What follows belongs to an exercise in optimizing a design on an open flow for small area; a production flow would make more cautious choices.
At most, simulation tests tie the RTL to the original design; equivalence was not proved.
Power is estimated from default activity; no workload was simulated.

== blue ==
==> module ALU32Bit, before the edit <==
module ALU32Bit(zero, carryOut, result, a, b, op);
	input [31:0] a, b;
	input [2:0] op;
	output [31:0] result;
	output zero, carryOut;
	wire sub = op[2];
	wire [31:0] bx = b ^ {32{sub}};
	wire [31:0] g = a & bx;
	wire [31:0] p = a ^ bx;
	wire G0_0 = g[0] | (p[0] & sub);
	wire G1_1 = g[1] | (p[1] & G0_0);
	wire G1_3 = g[3] | (p[3] & g[2]);
	wire P1_3 = p[3] & p[2];
	wire G1_5 = g[5] | (p[5] & g[4]);
	wire P1_5 = p[5] & p[4];
	wire G1_7 = g[7] | (p[7] & g[6]);
	wire P1_7 = p[7] & p[6];
	wire G1_9 = g[9] | (p[9] & g[8]);
	wire P1_9 = p[9] & p[8];
	wire G1_11 = g[11] | (p[11] & g[10]);
	wire P1_11 = p[11] & p[10];
	wire G1_13 = g[13] | (p[13] & g[12]);
	wire P1_13 = p[13] & p[12];
	wire G1_15 = g[15] | (p[15] & g[14]);
	wire P1_15 = p[15] & p[14];
	wire G1_17 = g[17] | (p[17] & g[16]);
	wire P1_17 = p[17] & p[16];
	wire G1_19 = g[19] | (p[19] & g[18]);
	wire P1_19 = p[19] & p[18];
	wire G1_21 = g[21] | (p[21] & g[20]);
	wire P1_21 = p[21] & p[20];
	wire G1_23 = g[23] | (p[23] & g[22]);
	wire P1_23 = p[23] & p[22];
	wire G1_25 = g[25] | (p[25] & g[24]);
	wire P1_25 = p[25] & p[24];
	wire G1_27 = g[27] | (p[27] & g[26]);
	wire P1_27 = p[27] & p[26];
	wire G1_29 = g[29] | (p[29] & g[28]);
	wire P1_29 = p[29] & p[28];
	wire G1_31 = g[31] | (p[31] & g[30]);
	wire P1_31 = p[31] & p[30];
	wire G2_3 = G1_3 | (P1_3 & G1_1);
	wire G2_7 = G1_7 | (P1_7 & G1_5);
	wire P2_7 = P1_7 & P1_5;
	wire G2_11 = G1_11 | (P1_11 & G1_9);
	wire P2_11 = P1_11 & P1_9;
	wire G2_15 = G1_15 | (P1_15 & G1_13);
	wire P2_15 = P1_15 & P1_13;
	wire G2_19 = G1_19 | (P1_19 & G1_17);
	wire P2_19 = P1_19 & P1_17;
	wire G2_23 = G1_23 | (P1_23 & G1_21);
	wire P2_23 = P1_23 & P1_21;
	wire G2_27 = G1_27 | (P1_27 & G1_25);
	wire P2_27 = P1_27 & P1_25;
	wire G2_31 = G1_31 | (P1_31 & G1_29);
	wire P2_31 = P1_31 & P1_29;
	wire G3_7 = G2_7 | (P2_7 & G2_3);
	wire G3_15 = G2_15 | (P2_15 & G2_11);
	wire P3_15 = P2_15 & P2_11;
	wire G3_23 = G2_23 | (P2_23 & G2_19);
	wire P3_23 = P2_23 & P2_19;
	wire G3_31 = G2_31 | (P2_31 & G2_27);
	wire P3_31 = P2_31 & P2_27;
	wire G4_15 = G3_15 | (P3_15 & G3_7);
	wire G4_31 = G3_31 | (P3_31 & G3_23);
	wire P4_31 = P3_31 & P3_23;
	wire G5_31 = G4_31 | (P4_31 & G4_15);
	wire G6_23 = G3_23 | (P3_23 & G4_15);
	wire G7_11 = G2_11 | (P2_11 & G3_7);
	wire G7_19 = G2_19 | (P2_19 & G4_15);
	wire G7_27 = G2_27 | (P2_27 & G6_23);
	wire G8_5 = G1_5 | (P1_5 & G2_3);
	wire G8_9 = G1_9 | (P1_9 & G3_7);
	wire G8_13 = G1_13 | (P1_13 & G7_11);
	wire G8_17 = G1_17 | (P1_17 & G4_15);
	wire G8_21 = G1_21 | (P1_21 & G7_19);
	wire G8_25 = G1_25 | (P1_25 & G6_23);
	wire G8_29 = G1_29 | (P1_29 & G7_27);
	wire G9_2 = g[2] | (p[2] & G1_1);
	wire G9_4 = g[4] | (p[4] & G2_3);
	wire G9_6 = g[6] | (p[6] & G8_5);
	wire G9_8 = g[8] | (p[8] & G3_7);
	wire G9_10 = g[10] | (p[10] & G8_9);
	wire G9_12 = g[12] | (p[12] & G7_11);
	wire G9_14 = g[14] | (p[14] & G8_13);
	wire G9_16 = g[16] | (p[16] & G4_15);
	wire G9_18 = g[18] | (p[18] & G8_17);
	wire G9_20 = g[20] | (p[20] & G7_19);
	wire G9_22 = g[22] | (p[22] & G8_21);
	wire G9_24 = g[24] | (p[24] & G6_23);
	wire G9_26 = g[26] | (p[26] & G8_25);
	wire G9_28 = g[28] | (p[28] & G7_27);
	wire G9_30 = g[30] | (p[30] & G8_29);
	wire [32:0] c;
	assign c[0] = sub;
	assign c[1] = G0_0;
	assign c[2] = G1_1;
	assign c[3] = G9_2;
	assign c[4] = G2_3;
	assign c[5] = G9_4;
	assign c[6] = G8_5;
	assign c[7] = G9_6;
	assign c[8] = G3_7;
	assign c[9] = G9_8;
	assign c[10] = G8_9;
	assign c[11] = G9_10;
	assign c[12] = G7_11;
	assign c[13] = G9_12;
	assign c[14] = G8_13;
	assign c[15] = G9_14;
	assign c[16] = G4_15;
	assign c[17] = G9_16;
	assign c[18] = G8_17;
	assign c[19] = G9_18;
	assign c[20] = G7_19;
	assign c[21] = G9_20;
	assign c[22] = G8_21;
	assign c[23] = G9_22;
	assign c[24] = G6_23;
	assign c[25] = G9_24;
	assign c[26] = G8_25;
	assign c[27] = G9_26;
	assign c[28] = G7_27;
	assign c[29] = G9_28;
	assign c[30] = G8_29;
	assign c[31] = G9_30;
	assign c[32] = G5_31;
	wire [31:0] s = p ^ c[31:0];
	wire cout = c[32];
	wire logic_op = ~op[1] & ~op[2];
	wire arith = op[1] & ~op[0];
	wire slt = op[2] & op[1] & op[0];
	assign result = ({32{logic_op}} & (g | ({32{op[0]}} & p)))
		| ({32{arith}} & s)
		| {31'b0, slt & ~cout};
	assign carryOut = arith & (cout ^ sub);
	assign zero = ~|result;
endmodule
Settings: LEC_CHECK=0, CAP_MARGIN=20, CORE_MARGIN=2, CORE_UTILIZATION=40, SLEW_MARGIN=20; clock period 5.0 ns.
standard.sh (not shown) runs the stock make flow with config.mk's settings and CLKGATE_MAP_FILE= SYNTH_SCRIPT=/design/flow/synth_recipe.tcl, a recipe that flattens the netlist after the stock synthesis.
==> flow/flow/run.sh <==
#!/bin/bash
# Standard ORFS layout with three changes: the combinational logic of the
# standard synthesis is re-mapped by ABC for area (registers untouched),
# the port buffers use the smallest buffer, and CTS builds its tree from
# clkbuf_4 without dummy loads.
set -euo pipefail
export BUFFER_PORTS_ARGS="-buffer_cell sky130_fd_sc_hd__buf_1"
export CTS_ARGS="-sink_clustering_enable -repair_clock_nets -dont_use_dummy_load -buf_list sky130_fd_sc_hd__clkbuf_4"
R=orfs/results/${FLOW_PLATFORM}/ALUUnit/base
bash standard.sh synth > standard_synth.log 2>&1
cp $R/1_2_yosys.v $R/1_2_yosys_std.v
LIB=$FLOW_HOME/platforms/sky130hd/lib/sky130_fd_sc_hd__tt_025C_1v80.lib
DU=""
for c in $(grep -oE "cell *\( *\"?sky130_fd_sc_hd__(lpflow|probe)[a-z0-9_]*" $LIB | grep -oE "sky130_fd_sc_hd__\w+"); do DU="$DU -dont_use $c"; done
YOSYS=${YOSYS_EXE:-yosys}
$YOSYS -p "read_liberty -ignore_miss_func $LIB; \
  setattr -mod -set blackbox 1 sky130_fd_sc_hd__dfxtp_1 sky130_fd_sc_hd__edfxtp_1 sky130_fd_sc_hd__ha_1 sky130_fd_sc_hd__fa_1 sky130_fd_sc_hd__conb_1; \
  read_verilog $R/1_2_yosys_std.v; hierarchy -top $FLOW_TOP; flatten; opt -purge; \
  abc -liberty $LIB -script $PWD/flow/remap.abc $DU; \
  opt_clean -purge; rename -hide w:*.*; stat -liberty $LIB; \
  write_verilog -noattr -nohex -nodec $R/1_2_yosys.v" > remap.log 2>&1
rm -f $R/1_synth.odb $R/1_synth.sdc
bash standard.sh finish > standard_finish.log 2>&1
==> flow/flow/remap.abc <==
&get -n
&st
&syn2
&dch -f
&nf -R 30 -p
&put
blue went all the way through synthesis, placement and routing and the layout is clean on timing, DRC and antenna.
For orange, these inputs were changed with respect to blue:
--- a/flow/design.v
+++ b/flow/design.v
@@ -138,7 +138,8 @@
 	wire logic_op = ~op[1] & ~op[2];
 	wire arith = op[1] & ~op[0];
 	wire slt = op[2] & op[1] & op[0];
-	assign result = ({32{logic_op}} & (g | ({32{op[0]}} & p)))
+	wire [31:0] lg = (a & b) | ({32{op[0]}} & (a | b));
+	assign result = ({32{logic_op}} & lg)
 		| ({32{arith}} & s)
 		| {31'b0, slt & ~cout};
 	assign carryOut = arith & (cout ^ sub);
Results
In the route summary, orange ends up with a via count exceeding that of blue. Delta (orange minus blue): multi-input combinational area share increased 1.5 points, sum of net half-perimeters after detailed placement decreased 2.5%. orange: total wire length after detailed routing is 2.0% lower than what blue reported. Depth of the critical timing path with buffers and inverters included: orange < blue. Per the comparison of orange with blue, post-synthesis to final-layout area growth fell by 1.1 points, filler-free cell count of the finished design rose by about 0.34%, post-CTS setup buffer count stayed essentially flat.
Only the layout flow was run in orange; the RTL was not checked for function there.

---

== run H ==
The RTL this note starts from:
==> flow/design.v <==
module ALUControl(operation, ALUOp, ff);
	input [1:0] ALUOp;
	input [5:0] ff;
	output [2:0] operation;
	assign operation[0] = ALUOp[1] & (ff[0] | ff[3]);
	assign operation[1] = ~ALUOp[1] | ~ff[2];
	assign operation[2] = (ALUOp[1] & ff[1]) | ALUOp[0];
endmodule
module ALU32Bit(zero, carryOut, result, a, b, op);
	input [31:0] a, b;
	input [2:0] op;
	output [31:0] result;
	output zero, carryOut;
	wire sub = op[2];
	wire [31:0] bx = b ^ {32{sub}};
	wire [31:0] g = a & bx;
	wire [31:0] p = a ^ bx;
	wire G0_0 = g[0] | (p[0] & sub);
	wire G1_1 = g[1] | (p[1] & G0_0);
	wire G1_3 = g[3] | (p[3] & g[2]);
	wire P1_3 = p[3] & p[2];
	wire G1_5 = g[5] | (p[5] & g[4]);
	wire P1_5 = p[5] & p[4];
	wire G1_7 = g[7] | (p[7] & g[6]);
	wire P1_7 = p[7] & p[6];
	wire G1_9 = g[9] | (p[9] & g[8]);
	wire P1_9 = p[9] & p[8];
	wire G1_11 = g[11] | (p[11] & g[10]);
	wire P1_11 = p[11] & p[10];
	wire G1_13 = g[13] | (p[13] & g[12]);
	wire P1_13 = p[13] & p[12];
	wire G1_15 = g[15] | (p[15] & g[14]);
	wire P1_15 = p[15] & p[14];
	wire G1_17 = g[17] | (p[17] & g[16]);
	wire P1_17 = p[17] & p[16];
	wire G1_19 = g[19] | (p[19] & g[18]);
	wire P1_19 = p[19] & p[18];
	wire G1_21 = g[21] | (p[21] & g[20]);
	wire P1_21 = p[21] & p[20];
	wire G1_23 = g[23] | (p[23] & g[22]);
	wire P1_23 = p[23] & p[22];
	wire G1_25 = g[25] | (p[25] & g[24]);
	wire P1_25 = p[25] & p[24];
	wire G1_27 = g[27] | (p[27] & g[26]);
	wire P1_27 = p[27] & p[26];
	wire G1_29 = g[29] | (p[29] & g[28]);
	wire P1_29 = p[29] & p[28];
	wire G1_31 = g[31] | (p[31] & g[30]);
	wire P1_31 = p[31] & p[30];
	wire G2_2 = g[2] | (p[2] & G1_1);
	wire G2_3 = G1_3 | (P1_3 & G1_1);
	wire G2_6 = g[6] | (p[6] & G1_5);
	wire P2_6 = p[6] & P1_5;
	wire G2_7 = G1_7 | (P1_7 & G1_5);
	wire P2_7 = P1_7 & P1_5;
	wire G2_10 = g[10] | (p[10] & G1_9);
	wire P2_10 = p[10] & P1_9;
	wire G2_11 = G1_11 | (P1_11 & G1_9);
	wire P2_11 = P1_11 & P1_9;
	wire G2_14 = g[14] | (p[14] & G1_13);
	wire P2_14 = p[14] & P1_13;
	wire G2_15 = G1_15 | (P1_15 & G1_13);
	wire P2_15 = P1_15 & P1_13;
	wire G2_18 = g[18] | (p[18] & G1_17);
	wire P2_18 = p[18] & P1_17;
	wire G2_19 = G1_19 | (P1_19 & G1_17);
	wire P2_19 = P1_19 & P1_17;
	wire G2_22 = g[22] | (p[22] & G1_21);
	wire P2_22 = p[22] & P1_21;
	wire G2_23 = G1_23 | (P1_23 & G1_21);
	wire P2_23 = P1_23 & P1_21;
	wire G2_26 = g[26] | (p[26] & G1_25);
	wire P2_26 = p[26] & P1_25;
	wire G2_27 = G1_27 | (P1_27 & G1_25);
	wire P2_27 = P1_27 & P1_25;
	wire G2_30 = g[30] | (p[30] & G1_29);
	wire P2_30 = p[30] & P1_29;
	wire G2_31 = G1_31 | (P1_31 & G1_29);
	wire P2_31 = P1_31 & P1_29;
	wire G3_4 = g[4] | (p[4] & G2_3);
	wire G3_5 = G1_5 | (P1_5 & G2_3);
	wire G3_6 = G2_6 | (P2_6 & G2_3);
	wire G3_7 = G2_7 | (P2_7 & G2_3);
	wire G3_12 = g[12] | (p[12] & G2_11);
	wire P3_12 = p[12] & P2_11;
	wire G3_13 = G1_13 | (P1_13 & G2_11);
	wire P3_13 = P1_13 & P2_11;
	wire G3_14 = G2_14 | (P2_14 & G2_11);
	wire P3_14 = P2_14 & P2_11;
	wire G3_15 = G2_15 | (P2_15 & G2_11);
	wire P3_15 = P2_15 & P2_11;
	wire G3_20 = g[20] | (p[20] & G2_19);
	wire P3_20 = p[20] & P2_19;
	wire G3_21 = G1_21 | (P1_21 & G2_19);
	wire P3_21 = P1_21 & P2_19;
	wire G3_22 = G2_22 | (P2_22 & G2_19);
	wire P3_22 = P2_22 & P2_19;
	wire G3_23 = G2_23 | (P2_23 & G2_19);
	wire P3_23 = P2_23 & P2_19;
	wire G3_28 = g[28] | (p[28] & G2_27);
	wire P3_28 = p[28] & P2_27;
	wire G3_29 = G1_29 | (P1_29 & G2_27);
	wire P3_29 = P1_29 & P2_27;
	wire G3_30 = G2_30 | (P2_30 & G2_27);
	wire P3_30 = P2_30 & P2_27;
	wire G3_31 = G2_31 | (P2_31 & G2_27);
	wire P3_31 = P2_31 & P2_27;
	wire G4_8 = g[8] | (p[8] & G3_7);
	wire G4_9 = G1_9 | (P1_9 & G3_7);
	wire G4_10 = G2_10 | (P2_10 & G3_7);
	wire G4_11 = G2_11 | (P2_11 & G3_7);
	wire G4_12 = G3_12 | (P3_12 & G3_7);
	wire G4_13 = G3_13 | (P3_13 & G3_7);
	wire G4_14 = G3_14 | (P3_14 & G3_7);
	wire G4_15 = G3_15 | (P3_15 & G3_7);
	wire G4_24 = g[24] | (p[24] & G3_23);
	wire P4_24 = p[24] & P3_23;
	wire G4_25 = G1_25 | (P1_25 & G3_23);
	wire P4_25 = P1_25 & P3_23;
	wire G4_26 = G2_26 | (P2_26 & G3_23);
	wire P4_26 = P2_26 & P3_23;
	wire G4_27 = G2_27 | (P2_27 & G3_23);
	wire P4_27 = P2_27 & P3_23;
	wire G4_28 = G3_28 | (P3_28 & G3_23);
	wire P4_28 = P3_28 & P3_23;
	wire G4_29 = G3_29 | (P3_29 & G3_23);
	wire P4_29 = P3_29 & P3_23;
	wire G4_30 = G3_30 | (P3_30 & G3_23);
	wire P4_30 = P3_30 & P3_23;
	wire G4_31 = G3_31 | (P3_31 & G3_23);
	wire P4_31 = P3_31 & P3_23;
	wire G5_16 = g[16] | (p[16] & G4_15);
	wire G5_17 = G1_17 | (P1_17 & G4_15);
	wire G5_18 = G2_18 | (P2_18 & G4_15);
	wire G5_19 = G2_19 | (P2_19 & G4_15);
	wire G5_20 = G3_20 | (P3_20 & G4_15);
	wire G5_21 = G3_21 | (P3_21 & G4_15);
	wire G5_22 = G3_22 | (P3_22 & G4_15);
	wire G5_23 = G3_23 | (P3_23 & G4_15);
	wire G5_24 = G4_24 | (P4_24 & G4_15);
	wire G5_25 = G4_25 | (P4_25 & G4_15);
	wire G5_26 = G4_26 | (P4_26 & G4_15);
	wire G5_27 = G4_27 | (P4_27 & G4_15);
	wire G5_28 = G4_28 | (P4_28 & G4_15);
	wire G5_29 = G4_29 | (P4_29 & G4_15);
	wire G5_30 = G4_30 | (P4_30 & G4_15);
	wire G5_31 = G4_31 | (P4_31 & G4_15);
	wire [32:0] c;
	assign c[0] = sub;
	assign c[1] = G0_0;
	assign c[2] = G1_1;
	assign c[3] = G2_2;
	assign c[4] = G2_3;
	assign c[5] = G3_4;
	assign c[6] = G3_5;
	assign c[7] = G3_6;
	assign c[8] = G3_7;
	assign c[9] = G4_8;
	assign c[10] = G4_9;
	assign c[11] = G4_10;
	assign c[12] = G4_11;
	assign c[13] = G4_12;
	assign c[14] = G4_13;
	assign c[15] = G4_14;
	assign c[16] = G4_15;
	assign c[17] = G5_16;
	assign c[18] = G5_17;
	assign c[19] = G5_18;
	assign c[20] = G5_19;
	assign c[21] = G5_20;
	assign c[22] = G5_21;
	assign c[23] = G5_22;
	assign c[24] = G5_23;
	assign c[25] = G5_24;
	assign c[26] = G5_25;
	assign c[27] = G5_26;
	assign c[28] = G5_27;
	assign c[29] = G5_28;
	assign c[30] = G5_29;
	assign c[31] = G5_30;
	assign c[32] = G5_31;
	wire [31:0] s = p ^ c[31:0];
	wire cout = c[32];
	wire logic_op = ~op[1] & ~op[2];
	wire arith = op[1] & ~op[0];
	wire slt = op[2] & op[1] & op[0];
	wire ep = arith | (logic_op & op[0]);
	assign result = (({32{ep}} & p) ^ (({32{arith}} & c[31:0]) | ({32{logic_op}} & g)))
		| {31'b0, slt & ~cout};
	assign carryOut = arith & (cout ^ sub);
	assign zero = ~|result;
endmodule
module ALUUnit(clock, ALUOp, funct, a, b, result, zero, carryOut);
	input clock;
	input [1:0] ALUOp;
	input [5:0] funct;
	input [31:0] a, b;
	output reg [31:0] result;
	output zero;
	output reg carryOut;
	wire [2:0] operation;
	wire [31:0] aluResult;
	wire aluZero, aluCarry;
	reg [31:0] resultQ;
	reg carryQ;
	ALUControl ctl(operation, ALUOp, funct);
	ALU32Bit alu(aluZero, aluCarry, aluResult, a, b, operation);
	always @(posedge clock)
	begin
		resultQ <= aluResult;
		if (operation == 3'd2 || operation == 3'd6)
			carryQ <= aluCarry;
		result <= resultQ;
		carryOut <= carryQ;
	end
	assign zero = ~|result;
endmodule
export LEC_CHECK = 0
export CAP_MARGIN = 20
export CORE_MARGIN = 2
export CORE_UTILIZATION = 40
export SLEW_MARGIN = 20
create_clock -name core_clock -period 5.0 [get_ports {clock}]
==> flow/flow/run.sh <==
#!/bin/bash
# Standard ORFS layout with three changes: synthesis maps the logic with
# an area-oriented ABC script (flow/synth.abc) in place of ORFS's speed
# script (the registers come out as in the standard synthesis), the port
# buffers use the smallest buffer, and CTS builds its tree from clkbuf_4
# without dummy loads.
set -euo pipefail
export BUFFER_PORTS_ARGS="-buffer_cell sky130_fd_sc_hd__buf_1"
export CTS_ARGS="-sink_clustering_enable -repair_clock_nets -dont_use_dummy_load -buf_list sky130_fd_sc_hd__clkbuf_4"
export MY_ABC_SCRIPT=$PWD/flow/synth.abc
# synth_recipe.tcl with ORFS's ABC script swapped for flow/synth.abc
{
  head -n 1 synth_recipe.tcl
  cat flow/abc_override.tcl
  tail -n +2 synth_recipe.tcl
} > my_synth.tcl
sed -e "s#$PWD/synth_recipe.tcl#$PWD/my_synth.tcl#g" standard.sh > my_standard.sh
grep -q my_synth.tcl my_standard.sh
bash my_standard.sh finish > standard_flow.log 2>&1
==> flow/flow/abc_override.tcl <==
proc abc {args} {
  set i [lsearch -exact $args -script]
  if { $i >= 0 } { lset args [expr {$i + 1}] $::env(MY_ABC_SCRIPT) }
  yosys abc {*}$args
}
==> flow/flow/synth.abc <==
&get -n
&st
&dch
&nf -R 1000 -p
&put
Input changes introduced in run Y (baseline for comparison: run H):
--- a/flow/design.v
+++ b/flow/design.v
@@ -183,10 +183,10 @@
 	wire cout = c[32];
 	wire logic_op = ~op[1] & ~op[2];
 	wire arith = op[1] & ~op[0];
 	wire slt = op[2] & op[1] & op[0];
-	wire ep = arith | (logic_op & op[0]);
-	assign result = (({32{ep}} & p) ^ (({32{arith}} & c[31:0]) | ({32{logic_op}} & g)))
+	assign result = ({32{logic_op}} & (g | ({32{op[0]}} & p)))
+		| ({32{arith}} & s)
 		| {31'b0, slt & ~cout};
 	assign carryOut = arith & (cout ^ sub);
 	assign zero = ~|result;
 endmodule
Results
Clock skew: run Y better than run H
Switching power up about 3.7% in run Y wrt run H
Between run Y and run H, number of vias per cell is lower for run H, run Y comes in above that.
Run Y vs run H on share of power burned in the clock network: run Y is the lower one.
Sort run Y and run H by via count asc -> top: run H
Cell count (run Y over run H): increase, 19
Diff run H..run Y | sum of negative setup slack | negligible
In the reports for run Y and run H, the smaller power belongs to run H.
Delta (run Y minus run H): gate count after technology mapping shows an increase of 15, core box area shows an increase of 170 µm², number of signal-net buffers in the layout shows an increase of about 3.7%, cell count along the critical path shows a reduction of 1.
Diff run Y..run H | clock buffer count | unchanged
Only the layout flow was run in run H; the RTL was not checked for function there.

[afterwards: timing with drivers on the ports]
In the flow no input, the clock included, has a driving cell. The finished layouts below were timed again as built, in two steps. Step 1, drivers: a clkbuf_16 drives clock and a buf_2 each remaining input, both assumed. Step 2, shift: input delay + t, output delay - t, t = (earliest + latest rising clock arrival at the registers) / 2. This alone moves slack from input paths to output paths. Three values: ideal, step 1, step 2; two values: the first two.
run	t, ns	slack for setup (ns)	worst slew at a driven data input, ns
blue	0.392	0.629 / 0.633 / 0.241	0.04
orange	0.419	0.679 / 0.687 / 0.268	0.04
run H	0.405	1.006 / 1.014 / 0.609	0.04
run Y	0.405	0.959 / 0.964 / 0.558	0.04
After both steps every run listed still meets setup and hold. For orange, which loses most, drivers alone change the setup slack by +0.008 ns; drivers and shift together by -0.411 ns.
